Source: an optimization exercise on an open RTL-to-GDS flow (aim: small area). Production flows keep margins and buffers that such runs may drop. The RTL was checked by simulation tests, not by an equivalence proof against the original design. Power is estimated from default activity; no workload was simulated.

## uart_ip_top
module uart_ip_top (
    sys_clk,
    reset,
    din,
    ri,
    si,
    tx,
    dout,
    ro,
    so,
    rx
);
For scale: roughly 790 cells after synthesis, ~330 flip-flops, about 9600 um2 of cells after synthesis.
Settings: LEC_CHECK=0, CAP_MARGIN=20, CORE_MARGIN=2, CORE_UTILIZATION=70, SLEW_MARGIN=20; clock period 20.0 ns.
standard.sh (not shown) runs the stock make flow with config.mk's settings and CLKGATE_MAP_FILE= SYNTH_SCRIPT=/design/flow/synth_recipe.tcl, a recipe that flattens the netlist after the stock synthesis.
==> flow/flow/run.sh <==
#!/bin/bash
# Own layout flow: the standard layout (standard.sh), with these changes.
#  1. Synthesis is ORFS's (synth_recipe.tcl, unchanged), but ABC maps the
#     logic with an area-only script (flow/abc_map.script, ABC amap) in place of
#     ORFS's delay-oriented abc_speed.script. Flip-flops are mapped by
#     dfflibmap before ABC runs, so the registers are the standard ones.
#     Adders are left to ABC as plain logic (no ADDER_MAP_FILE cells and no
#     Kogge-Stone carry map), which ABC maps smaller for this design.
#  2. Port buffers use the smallest buffer cell.
#  3. Clock tree synthesis without dummy loads.
# Each tool's output goes to a log file in this folder.
set -euo pipefail
here=$(pwd)
rm -rf "$here/scripts_abc"
cp -r "$FLOW_HOME/scripts" "$here/scripts_abc"
cp "$here/flow/abc_map.script" "$here/scripts_abc/abc_speed.script"
bash standard.sh SCRIPTS_DIR="$here/scripts_abc" ADDER_MAP_FILE= SYNTH_OPERATIONS_ARGS=-nofsm synth > "$here/synth.log" 2>&1
cts="-sink_clustering_enable -repair_clock_nets -dont_use_dummy_load"
cts="$cts -sink_clustering_size $(cat flow/cts_size) -sink_clustering_max_diameter $(cat flow/cts_diam)"
cts="$cts -buf_list $(cat flow/cts_buf)"
bash standard.sh BUFFER_PORTS_ARGS="-buffer_cell sky130_fd_sc_hd__buf_1" CTS_ARGS="$cts" > "$here/layout.log" 2>&1
test -s out/final.def
==> flow/flow/abc_map.script <==
strash
ifraig
scorr
dc2
strash
dch
amap -F 4 -A 8
topo
stime -c
==> flow/flow/cts_buf <==
sky130_fd_sc_hd__clkbuf_8
==> flow/flow/cts_diam <==
100
==> flow/flow/cts_size <==
20
Rerun with:
==> flow/flow/cts_size (replaced) <==
16
- CORE_UTILIZATION: 70 -> 60
The changed run passed the timing, DRC and antenna checks.
Via count is about the same.
Final area rises slightly.
Power rose slightly.
Synthesized cell count does not change.
Sequential power barely changes.
Combinational power is about the same.
Global-route usage decreases by 3.9 points.
Wire length came out higher slightly.
Rerun with:
==> flow/flow/run.sh (replaced) <==
#!/bin/bash
# Own layout flow: the standard layout (standard.sh), with these changes.
#  1. Synthesis is ORFS's (synth_recipe.tcl, unchanged), but ABC maps the
#     logic with an area-only script (flow/abc_map.script, ABC amap) in
#     place of ORFS's delay-oriented abc_speed.script. Flip-flops are mapped
#     by dfflibmap before ABC runs, so the registers are the standard ones.
#     Adders are left to ABC as plain logic (no ADDER_MAP_FILE cells and no
#     Kogge-Stone carry map), which ABC maps smaller for this design.
#  2. Port buffers use the smallest buffer cell.
#  3. Clock tree: clkbuf_8 buffers, clusters of up to 20 registers within
#     100 um, and no dummy loads.
# Each tool's output goes to a log file in this folder (synth.log,
# layout.log; ORFS's per-step logs are under orfs/logs).
set -euo pipefail
here=$(pwd)
rm -rf "$here/scripts_abc"
cp -r "$FLOW_HOME/scripts" "$here/scripts_abc"
cp "$here/flow/abc_map.script" "$here/scripts_abc/abc_speed.script"
bash standard.sh SCRIPTS_DIR="$here/scripts_abc" ADDER_MAP_FILE= SYNTH_OPERATIONS_ARGS=-nofsm synth > "$here/synth.log" 2>&1
cts="-sink_clustering_enable -repair_clock_nets -dont_use_dummy_load"
cts="$cts -sink_clustering_size 20 -sink_clustering_max_diameter 100"
cts="$cts -buf_list sky130_fd_sc_hd__clkbuf_8"
bash standard.sh BUFFER_PORTS_ARGS="-buffer_cell sky130_fd_sc_hd__buf_1" CTS_ARGS="$cts" > "$here/layout.log" 2>&1
test -s out/final.def
==> flow/flow/abc_map.script (replaced) <==
strash
ifraig
scorr
dc2
strash
dch
amap -F 4 -A 8
strash
dch
amap -F 4 -A 8
topo
stime -c
removed: flow/flow/cts_buf
removed: flow/flow/cts_diam
removed: flow/flow/cts_size
Total power went down slightly.
Global-route usage went down by 0.31 points.
Cell area went down slightly.
Hold slack gets better by 14 ps.
Routed wire length stays flat.
Synthesized cell count stays flat.
Die area barely changes.
Rerun with:
==> flow/flow/run.sh (replaced) <==
#!/bin/bash
# Own layout flow: the standard layout (standard.sh), with these changes.
#  1. Synthesis is ORFS's (synth_recipe.tcl, unchanged), but ABC maps the
#     logic with an area-only script (flow/abc_map.script, ABC amap) in place of
#     ORFS's delay-oriented abc_speed.script. Flip-flops are mapped by
#     dfflibmap before ABC runs, so the registers are the standard ones.
#     Adders are left to ABC as plain logic (no ADDER_MAP_FILE cells and no
#     Kogge-Stone carry map), which ABC maps smaller for this design.
#  2. Port buffers use the smallest buffer cell.
#  3. Clock tree synthesis without dummy loads.
# Each tool's output goes to a log file in this folder.
set -euo pipefail
here=$(pwd)
rm -rf "$here/scripts_abc"
cp -r "$FLOW_HOME/scripts" "$here/scripts_abc"
cp "$here/flow/abc_map.script" "$here/scripts_abc/abc_speed.script"
bash standard.sh SCRIPTS_DIR="$here/scripts_abc" ADDER_MAP_FILE= SYNTH_OPERATIONS_ARGS=-nofsm synth > "$here/synth.log" 2>&1
cts="-sink_clustering_enable -repair_clock_nets -dont_use_dummy_load"
cts="$cts -sink_clustering_size $(cat flow/cts_size) -sink_clustering_max_diameter $(cat flow/cts_diam)"
cts="$cts -buf_list $(cat flow/cts_buf)"
bash standard.sh BUFFER_PORTS_ARGS="-buffer_cell sky130_fd_sc_hd__buf_1" CTS_ARGS="$cts" > "$here/layout.log" 2>&1
test -s out/final.def
==> flow/flow/abc_map.script (replaced) <==
strash
ifraig
scorr
dc2
strash
dch
amap -F 4 -A 8
topo
stime -c
==> flow/flow/cts_buf (new file) <==
sky130_fd_sc_hd__clkbuf_8
==> flow/flow/cts_diam (new file) <==
100
==> flow/flow/cts_size (new file) <==
20
- CORE_UTILIZATION: 60 -> 50
Sequential power barely changes.
Synthesized cell count hardly moves.
Total power barely changes.
Die area rises by about a fifth.
Cell count rises slightly.
Utilization falls by 10 points.
Global-route usage falls by 3.6 points.

-- separate check: timing with driven ports --
The flow's constraints put no driver on any port. The routed layouts listed below were extracted and timed again, unchanged, in two steps. Step 1 assumes that a clkbuf_16 drives the clock port and a buf_2 every other input. Step 2 times the ports against the registers' clock, not the clock port: input delays grow and output delays shrink by t, the midpoint of the rising clock arrivals with the driver on. a / b / c = ideal / step 1 / step 2; a / b = the first two.
run	t (ns)	setup slack, ns	worst hold slack (ns)	clock arrival spread, ns
the first run	0.542	11.108 / 11.082 / 11.082	0.341 / 0.341 / 0.341	0.076 / 0.076
the second run	0.572	11.135 / 11.113 / 11.113	0.334 / 0.334 / 0.334	0.037 / 0.036
the third run	0.549	11.107 / 11.081 / 11.081	0.347 / 0.347 / 0.347	0.071 / 0.072
the fourth run	0.543	11.053 / 11.031 / 11.031	0.353 / 0.353 / 0.353	0.072 / 0.072
After both steps setup and hold are still met in every run listed.
